Context: an optimization exercise on an open-source flow, tuned for small area. The choices shown serve that exercise and are no tape-out recipe. Where RTL was checked, it was by simulation tests only, not by an equivalence proof against the original. Power figures rest on the tool's default switching activity, not on a simulated workload.

==> run B <==
## fir_lowpass
module fir_lowpass #(
    parameter DATA_WIDTH = 16
) (
    input signed [DATA_WIDTH-1:0] i2s_data_in,
    output reg signed [(DATA_WIDTH+16)-1:0] i2s_data_out,
    input clk,
    input resetn
);
==> flow/config.mk <==
export PLATFORM = sky130hd
export DESIGN_NAME = fir_lowpass
export DESIGN_NICKNAME = fir_lowpass
export VERILOG_FILES = /design/flow/design.v
export SDC_FILE = /design/flow/constraint.sdc
export NUM_CORES = 4
export LEC_CHECK = 0
export CAP_MARGIN = 20
export CORE_MARGIN = 2
export CORE_UTILIZATION = 70
export CTS_CLUSTER_DIAMETER = 80
export CTS_CLUSTER_SIZE = 30
export GPL_TIMING_DRIVEN = 0
export PLACE_DENSITY = 0.8
export SLEW_MARGIN = 20
export SYNTH_HIERARCHICAL = 1
export SYNTH_MINIMUM_KEEP_SIZE = 0
==> flow/constraint.sdc <==
create_clock -name core_clock -period 8.0 [get_ports {clk}]
set_input_delay 1.6000 -clock core_clock [delete_from_list [all_inputs] [get_ports {clk}]]
set_output_delay 1.6000 -clock core_clock [all_outputs]
set_load 0.01 [all_outputs]
standard.sh (not shown) runs the stock make flow with config.mk's settings and CLKGATE_MAP_FILE= SYNTH_SCRIPT=/design/flow/synth_recipe.tcl, a recipe that flattens the netlist after the stock synthesis.
==> flow/flow/run.sh <==
#!/bin/bash
set -euo pipefail
export CTS_ARGS="-sink_clustering_enable -repair_clock_nets -sink_clustering_size 18 -sink_clustering_max_diameter 55 -dont_use_dummy_load -buf_list sky130_fd_sc_hd__clkbuf_8"
export BUFFER_PORTS_ARGS="-buffer_cell sky130_fd_sc_hd__buf_1"
bash standard.sh finish > standard.log 2>&1
==> run K: changes against run B <==
==> flow/flow/run.sh (replaced) <==
#!/bin/bash
set -euo pipefail
export CTS_ARGS="-sink_clustering_enable -repair_clock_nets -sink_clustering_size 16 -sink_clustering_max_diameter 50 -dont_use_dummy_load -buf_list sky130_fd_sc_hd__clkbuf_8"
export BUFFER_PORTS_ARGS="-buffer_cell sky130_fd_sc_hd__buf_1"
bash standard.sh finish > standard.log 2>&1
--- a/flow/config.mk
+++ b/flow/config.mk
@@ -7,11 +7,11 @@
 export LEC_CHECK = 0
 export CAP_MARGIN = 20
 export CORE_MARGIN = 2
-export CORE_UTILIZATION = 70
+export CORE_UTILIZATION = 60
 export CTS_CLUSTER_DIAMETER = 80
 export CTS_CLUSTER_SIZE = 30
 export GPL_TIMING_DRIVEN = 0
-export PLACE_DENSITY = 0.8
+export PLACE_DENSITY = 0.7
 export SLEW_MARGIN = 20
 export SYNTH_HIERARCHICAL = 1
 export SYNTH_MINIMUM_KEEP_SIZE = 0
==> run M: changes against run B <==
==> flow/flow/run.sh (replaced) <==
#!/bin/bash
set -euo pipefail
export CTS_ARGS="-sink_clustering_enable -repair_clock_nets -sink_clustering_size 18 -sink_clustering_max_diameter 55 -dont_use_dummy_load -buf_list sky130_fd_sc_hd__clkbuf_8"
export BUFFER_PORTS_ARGS="-buffer_cell sky130_fd_sc_hd__buf_1"
bash standard.sh REMOVE_ABC_BUFFERS=1 finish > standard.log 2>&1
==> run A: changes against run B <==
--- a/flow/config.mk
+++ b/flow/config.mk
@@ -7,11 +7,11 @@
 export LEC_CHECK = 0
 export CAP_MARGIN = 20
 export CORE_MARGIN = 2
-export CORE_UTILIZATION = 70
+export CORE_UTILIZATION = 60
 export CTS_CLUSTER_DIAMETER = 80
 export CTS_CLUSTER_SIZE = 30
 export GPL_TIMING_DRIVEN = 0
-export PLACE_DENSITY = 0.8
+export PLACE_DENSITY = 0.7
 export SLEW_MARGIN = 20
 export SYNTH_HIERARCHICAL = 1
 export SYNTH_MINIMUM_KEEP_SIZE = 0
==> run summary <==
Ant. Diodes 0; clock buffers 35; status finished clean; met1 usage 41.9%; Final Critical Period 7.80 ns; clk pwr 0.000947 W; sw frac 48.6%; crit path from r5[0]$_DFF_P_; final period utilization 97.5%; die height 208 microns; dpl cells 2239
That was run A.
==> run summary <==
crit path from r13[8]$_SDFF_PP0_; clock buffers 36; status finished clean; Via density 5.70; met1 usage 41.9%; Final Critical Period 7.75 ns; largest class multi-input gates; hold path start r0[4]$_SDFF_PN1_; relative slew slack 38.0%; Ant. Diodes 0; sw frac 48.5%; clk pwr 0.000962 W; die height 208 microns; gr ovfl total 0; met3 WL 4.10 mm; non-filler cells in the finished layout 2275; dpl cells 2239
That was run K.
==> run summary <==
status finished clean; clk pwr 0.000887 W; die height 193 microns; final period utilization 97.6%; delay-heaviest family, CP adder cells; Final Critical Period 7.81 ns; Leak 10.8 nW; met1 usage 43.2%; dpl cells 2143; sw frac 48.4%; clock power share 9.0%; Ant. Diodes 1; syn avg cell area 15.0 sq um
That was run M.
==> run summary <==
status finished clean; Arr. time, crit path 8.29 ns; endpoints failing setup 0; crit start category register; dpl cells 2168; clock buffers 31; crit path from r6[0]$_SDFF_PP0_; final period utilization 97.4%; met2 Resource Use GR 55.8%; Hold Path Class register to register; Worst path depth 18; clk pwr 0.000879 W; die height 193 microns; Final Critical Period 7.79 ns; met1 usage 46.9%; Ant. Diodes 0
That was run B.

========
==> run H: inputs <==
fir_lowpass, a different RTL version from the one above (not shown whole).
==> flow/config.mk <==
export PLATFORM = sky130hd
export DESIGN_NAME = fir_lowpass
export DESIGN_NICKNAME = fir_lowpass
export VERILOG_FILES = /design/flow/design.v
export SDC_FILE = /design/flow/constraint.sdc
export NUM_CORES = 4
export LEC_CHECK = 0
export CAP_MARGIN = 20
export CORE_MARGIN = 2
export CORE_UTILIZATION = 60
export PLACE_DENSITY = 0.7
export SLEW_MARGIN = 20
export SYNTH_HIERARCHICAL = 1
export SYNTH_MINIMUM_KEEP_SIZE = 0
==> flow/constraint.sdc <==
create_clock -name core_clock -period 8.0 [get_ports {clk}]
set_input_delay 1.6000 -clock core_clock [delete_from_list [all_inputs] [get_ports {clk}]]
set_output_delay 1.6000 -clock core_clock [all_outputs]
set_load 0.01 [all_outputs]
run.sh (not shown) runs the stock make flow with config.mk's settings and CLKGATE_MAP_FILE= SYNTH_SCRIPT=/design/flow/synth_recipe.tcl, a recipe that flattens the netlist after the stock synthesis.
Stock flow here: none of the scripts above is used.
==> inputs of run Z, as changes to run H <==
--- a/flow/design.v
+++ b/flow/design.v
@@ -1901,51 +1901,44 @@
   wire s1831, c1832;
   fir_fa us1831 (1'b1, 1'b1, c1830, s1831, c1832);
   wire [31:0] fa_a = {s1831, c1828, s1827, s1791, s1787, s1825, n1774, n1763, s1823, s1821, n1721, s1819, n1683, n1662, s1817, s1815, s1813, c1810, s1809, n1522, n1498, c1806, s1805, s1437, s1420, s1803, s1393, s1801, s1799, s1365, s1797, s1795};
   wire [31:0] fa_b = {1'b0, s1829, 1'b0, 1'b1, c1826, 1'b0, n1775, c1824, 1'b0, 1'b0, c1820, 1'b0, 1'b0, c1818, 1'b0, 1'b0, 1'b0, s1811, 1'b0, 1'b1, c1808, s1807, 1'b0, 1'b0, c1804, 1'b0, c1802, 1'b0, 1'b0, c1798, 1'b0, 1'b0};
   wire [31:0] acc = fa_a + fa_b;
-  wire rstb;
-  fir_inv u_rstb (resetn, rstb);
-  always @(posedge clk) begin
-    if (rstb) begin
-      r0 <= 16'h0000;
-      r2 <= 16'h0000;
-      r4 <= 16'h0000;
-      r6 <= 16'h0000;
-      r8 <= 16'h0000;
-      r10 <= 16'h0000;
-      r12 <= 16'h0000;
-      r14 <= 16'h0000;
-    end else begin
-      r0 <= i2s_data_in;
-      r2 <= ~r1;
-      r4 <= ~r3;
-      r6 <= ~r5;
-      r8 <= ~r7;
-      r10 <= ~r9;
-      r12 <= ~r11;
-      r14 <= ~r13;
-    end
-  end
   always @(posedge clk) begin
     if (!resetn) begin
+      r0 <= 16'h0000;
       r1 <= 16'hffff;
+      r2 <= 16'h0000;
       r3 <= 16'hffff;
+      r4 <= 16'h0000;
       r5 <= 16'hffff;
+      r6 <= 16'h0000;
       r7 <= 16'hffff;
+      r8 <= 16'h0000;
       r9 <= 16'hffff;
+      r10 <= 16'h0000;
       r11 <= 16'hffff;
+      r12 <= 16'h0000;
       r13 <= 16'hffff;
+      r14 <= 16'h0000;
       r15 <= 16'hffff;
     end else begin
+      r0 <= i2s_data_in;
       r1 <= ~r0;
+      r2 <= ~r1;
       r3 <= ~r2;
+      r4 <= ~r3;
       r5 <= ~r4;
+      r6 <= ~r5;
       r7 <= ~r6;
+      r8 <= ~r7;
       r9 <= ~r8;
+      r10 <= ~r9;
       r11 <= ~r10;
+      r12 <= ~r11;
       r13 <= ~r12;
+      r14 <= ~r13;
       r15 <= ~r14;
     end
   end
   always @(posedge clk) begin
     rst_d <= resetn;
@@ -2004,12 +1997,9 @@
 endmodule
 module fir_fa (input a, input b, input c, output s, output co);
   assign s = a ^ b ^ c;
   assign co = (a & b) | (c & (a ^ b));
 endmodule
-module fir_inv (input a, output y);
-  assign y = ~a;
-endmodule
 module fir_ha (input a, input b, output s, output co);
   assign s = a ^ b;
   assign co = a & b;
 endmodule
Settings changed: CORE_UTILIZATION 60 to 40, PLACE_DENSITY 0.7 to not set.
==> notes <==
Run H produced a clean layout. Run Z finished with timing, DRC and antenna clean.
Against run Z, the global-route usage of run H is higher by 10 points.
Against run Z, the first-iteration DRC count of run H is higher by 0.43%.
In run Z the worst hold slack is worse than in run H, by 2.9 ps.
Against run Z, the synthesized area of run H is lower by 1.0%.
In run H the via count is larger than in run Z, by about 1.4%.
In clock skew, run H and run Z hardly differ.
No functional check of the RTL was part of run H.

[static timing again, ports no longer ideal]
The results above use ideal ports. As a check the final layouts listed here were re-extracted and re-timed, cells and wires unchanged.
Step 1, drivers: a clkbuf_16 drives clk and a buf_2 each remaining input, both assumed.
Step 2 moves the port delays by t, midway between the first and last clock arrival at a register: inputs arrive t later, outputs are due t later. That takes back most of the time a late clock gives input paths.
Three values: no drivers, after step 1, after step 2; two values: the first two.
run	t (ns)	setup WS [ns]	worst register clock-pin slew, ns	worst slew at a driven data input, ns	cell pins on the clock port's net
run B	0.680	0.209 / 0.209 / 0.209	0.11 / 0.11	0.03	1
run K	0.639	0.251 / 0.251 / 0.251	0.10 / 0.10	0.03	1
run M	0.683	0.191 / 0.191 / 0.191	0.11 / 0.11	0.04	1
run A	0.630	0.200 / 0.200 / 0.200	0.11 / 0.11	0.03	1
run H	0.609	0.291 / 0.291 / 0.291	0.06 / 0.06	0.03	1
run Z	0.612	0.251 / 0.251 / 0.251	0.06 / 0.06	0.05	1
After both steps setup and hold are still met in every run listed.
